From an optimization exercise on the open Yosys and OpenROAD flow, aimed at small area, a short achievable clock period and few clock cycles per item; shortcuts taken in it are not production practice.
RTL that was checked went through simulation tests only; none was proved equivalent to the original.
Power figures rest on the tool's default switching activity, not on a simulated workload.

quartz:
==> flow/design.v <==
module s_box (
    input [3:0] i_sb, output [3:0] o_sb
);
    assign o_sb[0] = (!i_sb[3]&!i_sb[2]&i_sb[1]) | (!i_sb[2]&i_sb[1]&i_sb[0]) 
    | (!i_sb[3]&i_sb[2]&!i_sb[1]) | (i_sb[2]&!i_sb[1]&i_sb[0]) | 
    (i_sb[3]&!i_sb[2]&!i_sb[1]&!i_sb[0]) | (i_sb[3]&i_sb[2]&i_sb[1]&!i_sb[0]);
    assign o_sb[1] = (!i_sb[3]&!i_sb[2]&!i_sb[0]) | (!i_sb[3]&!i_sb[1]&!i_sb[0]) | (i_sb[2]&i_sb[1]&i_sb[0]) 
| (i_sb[3]&!i_sb[2]&i_sb[0]) | (i_sb[3]&i_sb[2]&i_sb[1]);
    assign o_sb[2] = (!i_sb[3]&!i_sb[2]&!i_sb[1]) | (!i_sb[2]&!i_sb[1]&!i_sb[0]) | (!i_sb[3]&i_sb[2]&!i_sb[0]) 
| (i_sb[3]&i_sb[1]&i_sb[0]) | (i_sb[3]&i_sb[2]&i_sb[0]);
    assign o_sb[3] = (!i_sb[3]&!i_sb[2]&!i_sb[0]) | (!i_sb[3]&i_sb[1]&!i_sb[0]) | (!i_sb[3]&i_sb[2]&i_sb[0]) 
| (i_sb[3]&!i_sb[1]&!i_sb[0]) | (i_sb[3]&!i_sb[2]&i_sb[1]&i_sb[0]);
endmodule
module block_shuffle (
    input [15:0] i_bs, output [15:0] o_bs
);
    assign o_bs = {i_bs[7:4], i_bs[3:0], i_bs[15:12], i_bs[11:8]};
endmodule
module round_permutation #(
    parameter [5:0] shift = 5'b0000,
    parameter [7:0] data_length = 8'd16
)(
    input [data_length - 1:0] i_rp,  output [data_length - 1:0] o_rp
); 
assign o_rp = (i_rp << shift) | (i_rp >> (data_length - shift));
endmodule
module key_scheduler (
    input clk, rst, input [4:0] round_counter, input [79:0] i_ks_oldkey, output [79:0] o_ks_newkey 
);
    wire [79:0] level_shift;
    wire [79:0] level_sbox;
    wire [4:0] xor_rc;
    round_permutation #(.shift(13), .data_length(80)) rp (.i_rp(i_ks_oldkey), .o_rp(level_shift));
    s_box sb(.i_sb(level_shift[3:0]), .o_sb(level_sbox[3:0]));
    assign level_sbox[79:4] = level_shift[79:4];
    assign xor_rc = level_sbox[63:59]^(round_counter -1);
    assign o_ks_newkey = {level_sbox[79:64], xor_rc, level_sbox[58:0]};
endmodule
module dec_s_box (
    input [3:0] i_sb, output reg [3:0] o_sb 
);
    always @(*) begin
        case(i_sb)
        4'h0: o_sb = 4'hA;
        4'h1: o_sb = 4'h3;
        4'h2: o_sb = 4'h9;
        4'h3: o_sb = 4'hE;
        4'h4: o_sb = 4'h1;
        4'h5: o_sb = 4'hD;
        4'h6: o_sb = 4'hF;
        4'h7: o_sb = 4'h4;
        4'h8: o_sb = 4'hC;
        4'h9: o_sb = 4'h5;
        4'hA: o_sb = 4'h7;
        4'hB: o_sb = 4'h2;
        4'hC: o_sb = 4'h6;
        4'hD: o_sb = 4'h8;
        4'hE: o_sb = 4'h0;
        4'hF: o_sb = 4'hB;
        endcase
    end
endmodule
module dec_block_shuffle (
    input [15:0] i_bs, output [15:0] o_bs
);
    block_shuffle bs (i_bs, o_bs);
endmodule
module dec_round_permutation #(
    parameter [5:0] shift = 5'b0000,
    parameter [7:0] data_length = 8'd16
)(
    input [data_length - 1:0] i_rp,  output [data_length - 1:0] o_rp
); 
    assign o_rp = (i_rp >> shift) | (i_rp << (data_length - shift));
endmodule
module dec_XOR_layer (
    input [63:0] i_xor, output [63:0] o_xor
);
    assign o_xor = {(i_xor[63:48]^i_xor[47:32]), (i_xor[47:32]^i_xor[31:16]^i_xor[15:0]),(i_xor[63:48]^i_xor[47:32]^i_xor[31:16]), (i_xor[31:16]^i_xor[15:0])};
endmodule
module dec_permutation_layer (
    input [63:0] i_pl, output [63:0] o_pl
);
    wire [63:0] rp2bs;
    wire [63:0] xor2rp;
    dec_XOR_layer xl(.i_xor(i_pl), .o_xor(xor2rp));
            dec_round_permutation #(.shift(1), .data_length(16)) rp0(.i_rp(xor2rp[(16*0 + 15):16*0]), .o_rp(rp2bs[15:0]));
            dec_round_permutation #(.shift(4), .data_length(16)) rp1(.i_rp(xor2rp[(16*1 + 15):16*1]), .o_rp(rp2bs[(16 + 15):16*1]));
            dec_round_permutation #(.shift(7), .data_length(16)) rp2(.i_rp(xor2rp[(16*2 + 15):16*2]), .o_rp(rp2bs[(16*2 + 15):16*2]));
            dec_round_permutation #(.shift(9), .data_length(16)) rp3(.i_rp(xor2rp[(16*3 + 15):16*3]), .o_rp(rp2bs[(16*3 + 15):16*3]));
    genvar i;
    generate
        for (i = 0; i < 4; i = i +1 ) begin
            dec_block_shuffle bs(.i_bs(rp2bs[(16*i + 15):16*i]), .o_bs(o_pl[(16*i + 15):16*i]));
        end
    endgenerate
endmodule
module dec_add_round_key (
    input [63:0] i_ark_cipher, input [63:0] i_ark_key,
    output [63:0] o_ark_msg
);
    wire [63:0] sb2xor;
    wire [63:0] pl2sb;
    dec_permutation_layer pl(.i_pl(i_ark_cipher), .o_pl(pl2sb));
    genvar j;
    generate    
    for(j=0; j < 16; j = j + 1) begin
            dec_s_box sb(.i_sb(pl2sb[(4*j + 3):4*j]), .o_sb(sb2xor[(4*j + 3):4*j]));
        end
    endgenerate
    assign o_ark_msg = i_ark_key ^ sb2xor;
endmodule
module dec_key_scheduler (
    input clk, rst, input [4:0] round_counter, input [79:0] i_ks_oldkey, output [79:0] o_ks_newkey 
);
    wire [79:0] level_shift;
    wire [79:0] level_sbox;
    wire [4:0] xor_rc;
    assign {level_sbox[79:64], xor_rc, level_sbox[58:0]} = i_ks_oldkey;
    assign level_sbox[63:59] = xor_rc ^(round_counter -1);
    assign level_shift[79:4] = level_sbox[79:4];
    dec_s_box sb(.i_sb(level_sbox[3:0]), .o_sb(level_shift[3:0]));
    dec_round_permutation #(.shift(13), .data_length(80)) rp (.i_rp(level_shift), .o_rp(o_ks_newkey));
endmodule
module boron_dec (
    input  clk, rst, start, input [63:0] plain_text, input [79:0] master_key,
    output reg done, output [63:0] cipher_text
);
    function [3:0] sbox(input [3:0] a);
        begin
            sbox[0] = 16'h693c >> a;
            sbox[1] = 16'hca95 >> a;
            sbox[2] = 16'ha953 >> a;
            sbox[3] = 16'h19e5 >> a;
        end
    endfunction
    function [3:0] isbox(input [3:0] a);
        begin
            isbox[0] = 16'h8676 >> a;
            isbox[1] = 16'h9c4b >> a;
            isbox[2] = 16'h17e8 >> a;
            isbox[3] = 16'ha16d >> a;
        end
    endfunction
    function [79:0] kfwd(input [79:0] k, input [4:0] rc);
        reg [79:0] t;
        begin
            t = {k[66:0], k[79:67]};
            t[3:0] = sbox(t[3:0]);
            t[63:59] = t[63:59] ^ rc;
            kfwd = t;
        end
    endfunction
    function [79:0] kinv(input [79:0] k, input [4:0] rc);
        reg [79:0] t;
        begin
            t = k;
            t[63:59] = t[63:59] ^ rc;
            t[3:0] = isbox(t[3:0]);
            kinv = {t[12:0], t[79:13]};
        end
    endfunction
    function [79:0] kfwd12(input [79:0] k, input [4:0] b);
        reg [79:0] t;
        integer i;
        begin
            t = k;
            for (i = 0; i < 12; i = i + 1)
                t = kfwd(t, b + i[4:0]);
            kfwd12 = t;
        end
    endfunction
    function [63:0] iround(input [63:0] x, input [63:0] k);
        reg [15:0] w0, w1, w2, w3;
        reg [63:0] y, z;
        integer j;
        begin
            w3 = (x[63:48] ^ x[47:32]) ^ (k[63:48] ^ k[47:32]);
            w2 = (x[47:32] ^ x[31:16] ^ x[15:0]) ^ (k[47:32] ^ k[31:16] ^ k[15:0]);
            w1 = (x[63:48] ^ x[47:32] ^ x[31:16]) ^ (k[63:48] ^ k[47:32] ^ k[31:16]);
            w0 = (x[31:16] ^ x[15:0]) ^ (k[31:16] ^ k[15:0]);
            y = {{w3[8:0], w3[15:9]}, {w2[6:0], w2[15:7]}, {w1[3:0], w1[15:4]}, {w0[0], w0[15:1]}};
            for (j = 0; j < 4; j = j + 1)
                z[16*j +: 16] = {y[16*j+4 +: 4], y[16*j +: 4], y[16*j+12 +: 4], y[16*j+8 +: 4]};
            for (j = 0; j < 16; j = j + 1)
                iround[4*j +: 4] = isbox(z[4*j +: 4]);
        end
    endfunction
    reg id, kg1, kg2, rd;
    reg [4:0] cnt;
    reg [63:0] x;
    reg [79:0] k;
    wire [79:0] kl = kfwd(master_key, 5'd0);
    wire [79:0] kf = kfwd12(k, kg2 ? 5'd13 : 5'd1);
    wire [79:0] kb = kinv(k, cnt);
    wire [63:0] xr = iround(x, k[63:0]);
    assign cipher_text = x ^ k[63:0];
    always @(posedge clk) begin
        x <= ({64{id}} & plain_text) | ({64{rd}} & xr) | ({64{kg1 | kg2}} & x);
        k <= ({80{id}} & kl) | ({80{kg1 | kg2}} & kf) | ({80{rd}} & kb);
        cnt <= rd ? cnt - 5'd1 : 5'd24;
    end
    always @(posedge clk) begin
        if (!rst) begin
            id <= 1'b1;
            kg1 <= 1'b0;
            kg2 <= 1'b0;
            rd <= 1'b0;
            done <= 1'b0;
        end else begin
            done <= rd && cnt == 5'd0;
            id <= id ? !start : (rd && cnt == 5'd0);
            kg1 <= id && start;
            kg2 <= kg1;
            rd <= kg2 || (rd && cnt != 5'd0);
        end
    end
endmodule
Settings: LEC_CHECK=0, CAP_MARGIN=20, CORE_MARGIN=2, CORE_UTILIZATION=40, CTS_BUF_LIST=sky130_fd_sc_hd__clkbuf_4 sky130_fd_sc_hd__clkbuf_8, SETUP_SLACK_MARGIN=2.5, SLEW_MARGIN=20; clock period 5.0 ns.
standard.sh (not shown) runs the stock make flow with config.mk's settings and CLKGATE_MAP_FILE= SYNTH_SCRIPT=/design/flow/synth_recipe.tcl, a recipe that flattens the netlist after the stock synthesis.
==> flow/flow/run.sh <==
#!/bin/bash
set -euo pipefail
export BUFFER_PORTS_ARGS="-buffer_cell sky130_fd_sc_hd__buf_1"
bash standard.sh > standard.log 2>&1
quartz: full flow OK, the timing, DRC and antenna checks passed
Testbench counts of quartz, summed over its fixed seeds: cycles 10,760, items 384.
Changes in willow relative to quartz:
-- flow/design.v --
<<< quartz, line 171
        end
    endfunction
    function [63:0] iround(input [63:0] x, input [63:0] k);
        reg [15:0] w0, w1, w2, w3;
        reg [63:0] y, z;
        integer j;
        begin
            w3 = (x[63:48] ^ x[47:32]) ^ (k[63:48] ^ k[47:32]);
            w2 = (x[47:32] ^ x[31:16] ^ x[15:0]) ^ (k[47:32] ^ k[31:16] ^ k[15:0]);
            w1 = (x[63:48] ^ x[47:32] ^ x[31:16]) ^ (k[63:48] ^ k[47:32] ^ k[31:16]);
            w0 = (x[31:16] ^ x[15:0]) ^ (k[31:16] ^ k[15:0]);
            y = {{w3[8:0], w3[15:9]}, {w2[6:0], w2[15:7]}, {w1[3:0], w1[15:4]}, {w0[0], w0[15:1]}};
            for (j = 0; j < 4; j = j + 1)
>>> willow, line 171
        end
    endfunction
    function [63:0] iround(input [63:0] o);
        reg [15:0] w0, w1, w2, w3;
        reg [63:0] y, z;
        integer j;
        begin
            w3 = o[63:48] ^ o[47:32];
            w2 = o[47:32] ^ o[31:16] ^ o[15:0];
            w1 = o[63:48] ^ o[47:32] ^ o[31:16];
            w0 = o[31:16] ^ o[15:0];
            y = {{w3[8:0], w3[15:9]}, {w2[6:0], w2[15:7]}, {w1[3:0], w1[15:4]}, {w0[0], w0[15:1]}};
            for (j = 0; j < 4; j = j + 1)
<<< quartz, line 194
    wire [79:0] kf = kfwd12(k, kg2 ? 5'd13 : 5'd1);
    wire [79:0] kb = kinv(k, cnt);
    wire [63:0] xr = iround(x, k[63:0]);
    assign cipher_text = x ^ k[63:0];
    always @(posedge clk) begin
        x <= ({64{id}} & plain_text) | ({64{rd}} & xr) | ({64{kg1 | kg2}} & x);
        k <= ({80{id}} & kl) | ({80{kg1 | kg2}} & kf) | ({80{rd}} & kb);
        cnt <= rd ? cnt - 5'd1 : 5'd24;
>>> willow, line 194
    wire [79:0] kf = kfwd12(k, kg2 ? 5'd13 : 5'd1);
    wire [79:0] kb = kinv(k, cnt);
    wire [63:0] xr = iround(x) ^ kb[63:0];
    assign cipher_text = x;
    always @(posedge clk) begin
        x <= ({64{id}} & plain_text) | ({64{rd}} & xr) | ({64{kg1 | kg2}} & (x ^ ({64{kg2}} & kf[63:0])));
        k <= ({80{id}} & kl) | ({80{kg1 | kg2}} & kf) | ({80{rd}} & kb);
        cnt <= rd ? cnt - 5'd1 : 5'd24;
willow ended with every stage complete and zero timing, DRC or antenna violations. willow: post-route standard cell area excluding fillers 3.5% above quartz. Post-synth design cell area (quartz / willow): 0.933. willow against quartz: setup slack higher; synthesized cell count picked up an extra 6.5%; register area share after synthesis went down 1.7 points. Worst setup path startpoint: x[36] -> willow, k[26] -> quartz.
Only the layout flow was run in willow; the RTL was not checked for function there.

Setup of job 8619:
// boron_dec: RTL as listed in full above, without the edits since
Settings: LEC_CHECK=0, CAP_MARGIN=20, CORE_MARGIN=2, CORE_UTILIZATION=40, PLACE_DENSITY=0.75, SETUP_SLACK_MARGIN=2.5, SLEW_MARGIN=20; clock period 5.0 ns.
==> flow/flow/run.sh <==
#!/bin/bash
set -euo pipefail
export BUFFER_PORTS_ARGS="-buffer_cell sky130_fd_sc_hd__buf_1"
export CTS_ARGS="-sink_clustering_enable -repair_clock_nets -buf_list {sky130_fd_sc_hd__clkbuf_4 sky130_fd_sc_hd__clkbuf_8} -dont_use_dummy_load"
bash standard.sh > standard.log 2>&1
Job 8619: flow completed, timing, DRC and antenna clean
Testbench counts of job 8619, summed over its fixed seeds: cycles 10,760, items 384.
Modified inputs, job 5689 compared to job 8619
diff --git a/flow/design.v b/flow/design.v
--- a/flow/design.v
+++ b/flow/design.v
@@ -126,21 +126,59 @@
     input  clk, rst, start, input [63:0] plain_text, input [79:0] master_key,
     output reg done, output [63:0] cipher_text
 );
     function [3:0] sbox(input [3:0] a);
-        begin
-            sbox[0] = 16'h693c >> a;
-            sbox[1] = 16'hca95 >> a;
-            sbox[2] = 16'ha953 >> a;
-            sbox[3] = 16'h19e5 >> a;
+        reg t00, t01, t02, t03, t04, t05, t06, t07, t08, t09, t10, t11, t12, t13, t14, t15, t16, t17, t18, t19;
+        begin
+            t19 = a[1] ^ a[0];
+            t00 = a[2] | t19;
+            t01 = ~(a[2] & a[0]);
+            t02 = a[3] & t01;
+            t03 = ~(t00 & t02);
+            t04 = a[2] ? a[0] : a[1];
+            t05 = a[3] | ~t04;
+            sbox[2] = t03 & t05;
+            t06 = ~(a[2] & t19);
+            t07 = a[0] & ~a[2];
+            t08 = ~(a[3] | t07);
+            t09 = ~(t06 & t08);
+            t10 = a[2] | a[0];
+            t11 = a[1] | ~a[2];
+            t12 = a[3] & t10;
+            t13 = ~(t11 & t12);
+            sbox[1] = ~(t09 & t13);
+            t14 = ~(a[1] ^ a[2]);
+            t15 = a[3] & ~a[0];
+            sbox[0] = ~(t14 ^ t15);
+            t16 = a[0] | t11;
+            t17 = ~(t08 & t16);
+            t18 = t19 | ~t02;
+            sbox[3] = ~(t17 & t18);
         end
     endfunction
     function [3:0] isbox(input [3:0] a);
-        begin
-            isbox[0] = 16'h8676 >> a;
-            isbox[1] = 16'h9c4b >> a;
-            isbox[2] = 16'h17e8 >> a;
-            isbox[3] = 16'ha16d >> a;
+        reg t15, t00, t01, t02, t03, t04, t05, t06, t07, t08, t09, t10, t11, t12, t13, t14;
+        begin
+            t15 = a[0] | a[1];
+            t00 = a[0] & a[1];
+            t01 = ~(a[0] & a[1]);
+            t02 = a[2] | t00;
+            t03 = ~(t15 & t02);
+            isbox[2] = ~(a[3] ^ t03);
+            t04 = a[3] | ~a[0];
+            t05 = a[1] & t04;
+            t06 = a[2] | a[3];
+            t07 = ~(a[2] & a[3]);
+            t08 = a[0] | t07;
+            t09 = t06 & t08;
+            isbox[1] = ~(t05 ^ t09);
+            t10 = a[2] | t15;
+            t11 = t01 & t10;
+            isbox[0] = t07 ? t11 : t00;
+            t12 = a[0] & a[2];
+            t13 = a[1] & ~a[3];
+            t14 = ~(t12 ^ t13);
+            isbox[3] = ~(t10 & t14);
         end
     endfunction
     function [79:0] kfwd(input [79:0] k, input [4:0] rc);
         reg [79:0] t;
### Flow results
- Looking at post-placement worst setup slack across both flows, job 5689 is the weaker of the two, with job 8619 ahead.
- Changes observed in job 5689 relative to job 8619: data-path buffer share of cell area in the final layout saw an increase; footprint of the flip-flops and latches saw a decrease; routed wire length saw a decrease.
- Comparing job 8619 and job 5689, the lower power is on job 5689.
- Relative to job 8619, multi-input logic portion of the cell area has decreased by 1.3 points in job 5689.
Testbench counts of job 5689, summed over its fixed seeds: cycles 10,760, items 384.

## re-timing with driven ports
How much do the figures lean on ideal ports? The routed layouts below were timed once more, with nothing changed but the port constraints. Step 1 assumes that a clkbuf_16 drives the clock port and a buf_2 every other input. Step 2 times the ports against the registers' clock, not the clock port: input delays grow and output delays shrink by t, the midpoint of the rising clock arrivals with the driver on. Slacks: ideal / step 1 / step 2; pairs: ideal / step 1.
run	t, ns	slack for setup (ns)	hold WS [ns]	worst setup path after step 2	cell pins on the clock port's net
quartz	0.524	2.488 / 2.439 / 2.620	0.479 / 0.479 / 0.479	register to register	1
willow	0.524	2.532 / 2.532 / 2.532	0.464 / 0.464 / 0.464	register to register	1
job 8619	0.497	2.516 / 2.472 / 2.575	0.474 / 0.474 / 0.474	register to register	1
job 5689	0.502	2.510 / 2.464 / 2.565	0.447 / 0.447 / 0.447	register to register	1
After both steps setup and hold are still met in every run listed.
